Context: an optimization exercise on an open-source flow, tuned for small area. The choices shown serve that exercise and are no tape-out recipe. Only simulation tests tie the RTL to the original design; equivalence was not proved. No activity file was given, so power comes from the tool's default toggle rates.

==> branch violet <==
==> flow/design.v <==
package dummy_pkg;
  typedef enum logic {
    MODE_PIPE,
    MODE_ITER
  } coproc_ctl_t;
  typedef logic tag_t;
endpackage : dummy_pkg
module dummy_cu (
  input  logic clk_i,
  input  logic rst_ni,
  input  logic flush_i,
  input  logic valid_i,
  output logic ready_o,
  input  logic ctl_i,      
  output logic valid_o,
  input  logic ready_i,
  input  logic comb_mode_i,    
  input  logic iter_tc_i,      
  input  logic pipe_busy_i,    
  input  logic pipe_valid_i,   
  output logic rst_state_o,    
  output logic iter_state_o,   
  output logic iter_load_o,    
  output logic pipe_en_o       
);
  logic [1:0] state_q, state_d;
  logic st_reset, st_idle, st_pipe, st_iter;
  assign st_reset = state_q == 2'b00;
  assign st_idle  = state_q == 2'b01;
  assign st_pipe  = state_q == 2'b10;
  assign st_iter  = state_q == 2'b11;
  logic accept;
  assign accept = st_idle & ~comb_mode_i & valid_i;
  always_comb begin
    unique case (state_q)
      2'b00: state_d = 2'b01;
      2'b01: state_d = accept ? (ctl_i ? 2'b11 : 2'b10) : 2'b01;
      2'b10: state_d = (~pipe_busy_i & ~(~ctl_i & valid_i)) ? 2'b01 : 2'b10;
      default: state_d = (iter_tc_i & ready_i) ? 2'b01 : 2'b11;
    endcase
  end
  always_ff @(posedge clk_i or negedge rst_ni) begin
    if (!rst_ni) state_q <= 2'b00;
    else if (flush_i) state_q <= 2'b00;
    else state_q <= state_d;
  end
  assign valid_o = (st_idle & comb_mode_i & valid_i) | (st_pipe & pipe_valid_i) | (st_iter & iter_tc_i);
  assign ready_o = (st_idle & (~comb_mode_i | ready_i)) | (st_pipe & ~ctl_i & ready_i);
  assign rst_state_o  = st_reset;
  assign iter_state_o = st_iter;
  assign iter_load_o  = accept & ctl_i;
  assign pipe_en_o    = (accept & ~ctl_i) | (st_pipe & ready_i);
endmodule
module dummy_top #(
  parameter int unsigned DATA_WIDTH = 32,
  parameter int unsigned MAX_LATENCY = 32,   
  parameter int unsigned MAX_PIPE_DEPTH = 32,
  localparam int unsigned IterCntW = $clog2(MAX_LATENCY),
  localparam int unsigned PipeIdxW = $clog2(MAX_PIPE_DEPTH) + 1
) (
  input logic clk_i,
  input logic rst_ni,
  input logic flush_i,
  input  logic                  valid_i,
  output logic                  ready_o,
  input  logic                  ctl_i,     
  input  dummy_pkg::tag_t       tag_i,     
  input  logic [DATA_WIDTH-1:0] rs1_i,     
  input  logic [DATA_WIDTH-1:0] rs2_i,     
  output logic                  valid_o,
  input  logic                  ready_i,
  output dummy_pkg::tag_t       tag_o,     
  output logic [DATA_WIDTH-1:0] rd_o       
);
  localparam int unsigned W = DATA_WIDTH + 1;   
  localparam int unsigned D = MAX_PIPE_DEPTH;
  logic comb_mode, iter_tc, pipe_busy, pipe_valid;
  logic rst_state, iter_state, iter_load, pipe_en;
  logic [PipeIdxW-1:0] idx;
  assign comb_mode = rs2_i == '0;
  assign idx       = rs2_i[PipeIdxW-1:0];
  dummy_cu u_dummy_cu (
    .clk_i        (clk_i),
    .rst_ni       (rst_ni),
    .flush_i      (flush_i),
    .valid_i      (valid_i),
    .ready_o      (ready_o),
    .ctl_i        (ctl_i),
    .valid_o      (valid_o),
    .ready_i      (ready_i),
    .comb_mode_i  (comb_mode),
    .iter_tc_i    (iter_tc),
    .pipe_busy_i  (pipe_busy),
    .pipe_valid_i (pipe_valid),
    .rst_state_o  (rst_state),
    .iter_state_o (iter_state),
    .iter_load_o  (iter_load),
    .pipe_en_o    (pipe_en)
  );
  logic [W-1:0]        iter_res_q;
  logic [IterCntW-1:0] iter_cnt_q;
  always_ff @(posedge clk_i) begin
    if (iter_load) iter_res_q <= {tag_i, rs1_i};
  end
  always_ff @(posedge clk_i) begin
    if (iter_load) iter_cnt_q <= rs2_i[IterCntW-1:0];
    else if (!iter_tc) iter_cnt_q <= iter_cnt_q - 1'b1;
  end
  assign iter_tc = iter_cnt_q == IterCntW'(1);
  logic [D:0]   pv;    
  logic [W-1:0] pd [D+1];
  assign pv[0] = valid_i;
  assign pd[0] = {tag_i, rs1_i};
  always_ff @(posedge clk_i) begin
    if (flush_i || rst_state) pv[D:1] <= '0;
    else if (pipe_en) pv[D:1] <= pv[D-1:0];
  end
  for (genvar i = 1; i <= D; i++) begin : gen_pipe
    always_ff @(posedge clk_i) begin
      if (pipe_en) pd[i] <= pd[i-1];
    end
  end
  logic [D:0] sel;
  for (genvar i = 0; i <= D; i++) begin : gen_sel
    assign sel[i] = idx == PipeIdxW'(i);
  end
  logic [D-1:0] below;
  for (genvar i = 1; i < D; i++) begin : gen_below
    assign below[i] = idx > PipeIdxW'(i);
  end
  assign below[0] = 1'b0;
  assign pipe_busy = |(below[D-1:1] & pv[D-1:1]);
  assign pipe_valid = |(sel & pv);
  logic [W-1:0] res;
  always_comb begin
    res = '0;
    for (int i = 0; i <= D; i++) res = res | ({W{sel[i] & ~iter_state}} & pd[i]);
    res = res | ({W{iter_state}} & iter_res_q);
  end
  assign {tag_o, rd_o} = res;
endmodule
==> flow/flow/run.sh <==
#!/bin/bash
# Layout flow: the standard ORFS flow with
#  - an area-oriented ABC script for the combinational logic (my_synth.tcl,
#    area.abc); registers are mapped exactly as in the standard synthesis,
#  - a smaller clock tree (no dummy loads, small leaf clusters),
#  - buf_1 port buffers and a denser placement,
#  - no buffers or inverters above size 4 for repair (dont_use.txt holds
#    the platform's don't-use list plus those), so that high-fanout nets
#    are buffered with small cells.
set -uo pipefail
HERE=$(pwd)
export MY_ABC_SCRIPT=$HERE/flow/area.abc
CTS="-sink_clustering_enable -repair_clock_nets -dont_use_dummy_load $(cat flow/cts_args.txt)"
bash standard.sh \
  SYNTH_SCRIPT=$HERE/flow/my_synth.tcl \
  "CTS_ARGS=$CTS" \
  "BUFFER_PORTS_ARGS=-buffer_cell sky130_fd_sc_hd__buf_1" \
  "DONT_USE_CELLS=$(cat flow/dont_use.txt)" \
  $(cat flow/make_args.txt) \
  finish > flow_make.log 2>&1
rc=$?
cp -r orfs/logs orfs_logs 2>/dev/null
exit $rc
==> flow/flow/area.abc <==
strash
&get -n
&st
&dch -f
&nf -a -R 1000
&st
&dch -f
&nf -a -R 1000
&put
==> flow/flow/cts_args.txt <==
-buf_list sky130_fd_sc_hd__clkbuf_8 -sink_clustering_size 16 -sink_clustering_max_diameter 50
==> flow/flow/dont_use.txt <==
sky130_fd_sc_hd__probe_p_8 sky130_fd_sc_hd__probec_p_8 sky130_fd_sc_hd__lpflow_bleeder_1 sky130_fd_sc_hd__lpflow_clkbufkapwr_1 sky130_fd_sc_hd__lpflow_clkbufkapwr_16 sky130_fd_sc_hd__lpflow_clkbufkapwr_2 sky130_fd_sc_hd__lpflow_clkbufkapwr_4 sky130_fd_sc_hd__lpflow_clkbufkapwr_8 sky130_fd_sc_hd__lpflow_clkinvkapwr_1 sky130_fd_sc_hd__lpflow_clkinvkapwr_16 sky130_fd_sc_hd__lpflow_clkinvkapwr_2 sky130_fd_sc_hd__lpflow_clkinvkapwr_4 sky130_fd_sc_hd__lpflow_clkinvkapwr_8 sky130_fd_sc_hd__lpflow_decapkapwr_12 sky130_fd_sc_hd__lpflow_decapkapwr_3 sky130_fd_sc_hd__lpflow_decapkapwr_4 sky130_fd_sc_hd__lpflow_decapkapwr_6 sky130_fd_sc_hd__lpflow_decapkapwr_8 sky130_fd_sc_hd__lpflow_inputiso0n_1 sky130_fd_sc_hd__lpflow_inputiso0p_1 sky130_fd_sc_hd__lpflow_inputiso1n_1 sky130_fd_sc_hd__lpflow_inputiso1p_1 sky130_fd_sc_hd__lpflow_inputisolatch_1 sky130_fd_sc_hd__lpflow_isobufsrc_1 sky130_fd_sc_hd__lpflow_isobufsrc_16 sky130_fd_sc_hd__lpflow_isobufsrc_2 sky130_fd_sc_hd__lpflow_isobufsrc_4 sky130_fd_sc_hd__lpflow_isobufsrc_8 sky130_fd_sc_hd__lpflow_isobufsrckapwr_16 sky130_fd_sc_hd__lpflow_lsbuf_lh_hl_isowell_tap_1 sky130_fd_sc_hd__lpflow_lsbuf_lh_hl_isowell_tap_2 sky130_fd_sc_hd__lpflow_lsbuf_lh_hl_isowell_tap_4 sky130_fd_sc_hd__lpflow_lsbuf_lh_isowell_4 sky130_fd_sc_hd__lpflow_lsbuf_lh_isowell_tap_1 sky130_fd_sc_hd__lpflow_lsbuf_lh_isowell_tap_2 sky130_fd_sc_hd__lpflow_lsbuf_lh_isowell_tap_4 sky130_fd_sc_hd__fill_1 sky130_fd_sc_hd__fill_2 sky130_fd_sc_hd__fill_4 sky130_fd_sc_hd__fill_8  sky130_fd_sc_hd__buf_6 sky130_fd_sc_hd__buf_8 sky130_fd_sc_hd__buf_12 sky130_fd_sc_hd__buf_16 sky130_fd_sc_hd__bufbuf_8 sky130_fd_sc_hd__bufbuf_16 sky130_fd_sc_hd__bufinv_8 sky130_fd_sc_hd__bufinv_16 sky130_fd_sc_hd__inv_6 sky130_fd_sc_hd__inv_8 sky130_fd_sc_hd__inv_12 sky130_fd_sc_hd__inv_16 sky130_fd_sc_hd__clkbuf_16 sky130_fd_sc_hd__clkinv_8 sky130_fd_sc_hd__clkinv_16 sky130_fd_sc_hd__clkinvlp_4
==> flow/flow/make_args.txt <==
CORE_UTILIZATION=60 PLACE_DENSITY=0.75 SLEW_MARGIN=0 CAP_MARGIN=0 SETUP_SLACK_MARGIN=0.1
==> flow/flow/my_synth.tcl <==
# The standard flow's synthesis script (synth_recipe.tcl) with one change: the
# combinational mapping uses an area-oriented ABC script (MY_ABC_SCRIPT)
# in place of ORFS's. Registers are mapped as before, by dfflibmap.
proc synth {args} { yosys synth -nofsm -noshare {*}$args }
proc abc {args} {
  set i [lsearch -exact $args -script]
  if {$i >= 0} { lset args [expr {$i + 1}] $::env(MY_ABC_SCRIPT) }
  yosys abc {*}$args
}
source $::env(SCRIPTS_DIR)/synth.tcl
# left out here: clear keep_hierarchy, flatten, clean up, hide names made inside functions, write 1_2_yosys.v
==> flow/standard.sh <==
#!/bin/bash
# synth_recipe.tcl (not shown) runs the flow's synth.tcl, then flattens the netlist and writes it again
# the make line also repeats each setting of config.mk as NAME=value (left out here)
make -C /OpenROAD-flow-scripts/flow DESIGN_CONFIG=/design/flow/config.mk WORK_HOME=/design/flow/orfs CLKGATE_MAP_FILE= SYNTH_SCRIPT=/design/flow/synth_recipe.tcl "${@:-finish}"
==> flow/config.mk <==
export PLATFORM = sky130hd
export DESIGN_NAME = dummy_top
export DESIGN_NICKNAME = dummy_top
export VERILOG_FILES = /design/flow/design.v
export SDC_FILE = /design/flow/constraint.sdc
export NUM_CORES = 4
export LEC_CHECK = 0
export CAP_MARGIN = 20
export CORE_MARGIN = 2
export CORE_UTILIZATION = 40
export SETUP_SLACK_MARGIN = 0.4
export SLEW_MARGIN = 20
==> flow/constraint.sdc <==
create_clock -name core_clock -period 6.0 [get_ports {clk_i}]
set_input_delay 1.2000 -clock core_clock [delete_from_list [all_inputs] [get_ports {clk_i}]]
set_output_delay 1.2000 -clock core_clock [all_outputs]
set_load 0.01 [all_outputs]
==> branch onyx: changes against branch violet <==
==> flow/flow/run.sh (replaced) <==
#!/bin/bash
bash standard.sh > standard.log 2>&1
removed: flow/flow/area.abc
removed: flow/flow/cts_args.txt
removed: flow/flow/dont_use.txt
removed: flow/flow/make_args.txt
removed: flow/flow/my_synth.tcl
==> branch maple: changes against branch violet <==
==> flow/flow/make_args.txt (replaced) <==
CORE_UTILIZATION=60 PLACE_DENSITY=0.75 SLEW_MARGIN=10 CAP_MARGIN=10 SETUP_SLACK_MARGIN=0.1
==> metrics.md <==
| Metric | Value |
|---|---|
| Status | timing/DRC/antenna clean |
| Data buffer area share | a little under 3% |
| Seq/Total Area, Yosys | about 84% |
| Critical path, cell by cell | buf_1, nand2_1, nor2_1, nand2_1, nor2_4, buf_2, a222oi_1, nand3_1, nor4_1, nand4_1, buf_1 |
| Most frequent cells in the layout | edfxtp_1, a222oi_1, nand2_1 |
| Pleak | between 10 and 15 nW |
| Initial antenna violation count | 1 |
| Non-CTS inverters | 10 |
| Tightest Pin Transition | ~1.2 ns |
| Sw frac | 22.0% |
| Non-filler cells, final | ~3300 |
| CP bufs+invs | 3 |
| Synth Area in Simple Gates | 5.38% |
| Crit path max-delay family | simple AND/OR/NAND/NOR gates |
| Reg power frac | 68.2% |
| Post-Place Setup Slack | approximately 0.65 ns |
| Met3 Wirelength | 19500 um |
| Vias in the first global route | ~25000 |
| GP Congestion | between 0.9 and 1 |
| WL final | about 110000 um |
(the above is from branch violet)
==> metrics.md <==
| Metric | Value |
|---|---|
| Met3 Wirelength | 18100 um |
| Seq pwr | around 0.0092 W |
| Most frequent cells in the layout | edfxtp_1, a22oi_1, buf_4 |
| Non-CTS inverters | 7 |
| Reg power frac | between 50% and 60% |
| Non-filler cells, final | about 4300 |
| I/O Buffers | 105 |
| Min Tclk post-route | 5.53 ns |
| Crit path max-delay family | buffers and inverters |
| Deepest clock path buffer count | 3 |
| Critical path, cell by cell | buf_2, buf_4, nand4bb_1, nor2_4, buf_4, a22oi_1, nand2_1, nor4_1, o211ai_1, clkdlybuf4s50_1 |
| Status | timing/DRC/antenna clean |
| Seq/Total Area, Yosys | 78.7% |
| DRC | 0 |
| GP Congestion | approximately 0.91 |
| Pleak | around 16 nW |
| Hold Path Sink | pd[4][14] |
| Vias in the first global route | about 27000 |
| CP bufs+invs | 4 |
| Synth Area in Simple Gates | between 6 and 7% |
| WL final | 144000 um |
| CP max stage delay | roughly 0.65 ns |
(the above is from branch onyx)
==> metrics.md <==
| Metric | Value |
|---|---|
| Status | timing/DRC/antenna clean |
| Reg power frac | around two thirds |
| Initial antenna violation count | 3 |
| Pleak | roughly 14 nW |
| GP Congestion | slightly above 0.9 |
| Most frequent cells in the layout | edfxtp_1, a222oi_1, nand2_1 |
| Crit path required time | roughly 4.8 ns |
| Data buffer area share | 2.99% |
| Synth Area in Simple Gates | between 5 and 6% |
| Critical path, cell by cell | buf_1, nor2b_1, and2_0, nand2_1, nor2_4, buf_2, a22oi_1, nand4_1, nor4_1, nand4_1, buf_1 |
| Non-filler cells, final | roughly 3300 |
| Post-Place Setup Slack | roughly 0.63 ns |
| Crit path max-delay family | simple AND/OR/NAND/NOR gates |
| WL final | 115000 um |
| CP bufs+invs | 3 |
| N_taps | 864 |
(the above is from branch maple)

port drivers added, routing unchanged:
No port has a modelled driver above. Below, the same layouts with a new extraction and two added sets of constraints. Step 1: set_driving_cell puts a clkbuf_16 on clk_i and a buf_2 on each other input, an assumption about the parent block. Step 2 adds t to the input delays and takes it off the output delays; t is the mean of the earliest and latest rising clock arrival at the registers after step 1. Input paths then give back, and output paths get back, about the clock's delay inside the block. Slacks: ideal ports / drivers / drivers and shift; pairs: ideal ports / drivers.
run | shift t [ns] | setup slack, ns | slew at the worst register clock pin (ns)
branch violet | 0.763 | 0.560 / 0.531 / 0.531 | 0.10 / 0.10
branch onyx | 0.764 | 0.468 / 0.337 / 0.337 | 0.07 / 0.07
branch maple | 0.740 | 0.483 / 0.456 / 0.456 | 0.10 / 0.10
After both steps setup and hold are still met in every run listed. For branch onyx, which loses most, drivers alone change the setup slack by -0.131 ns; drivers and shift together by -0.131 ns.
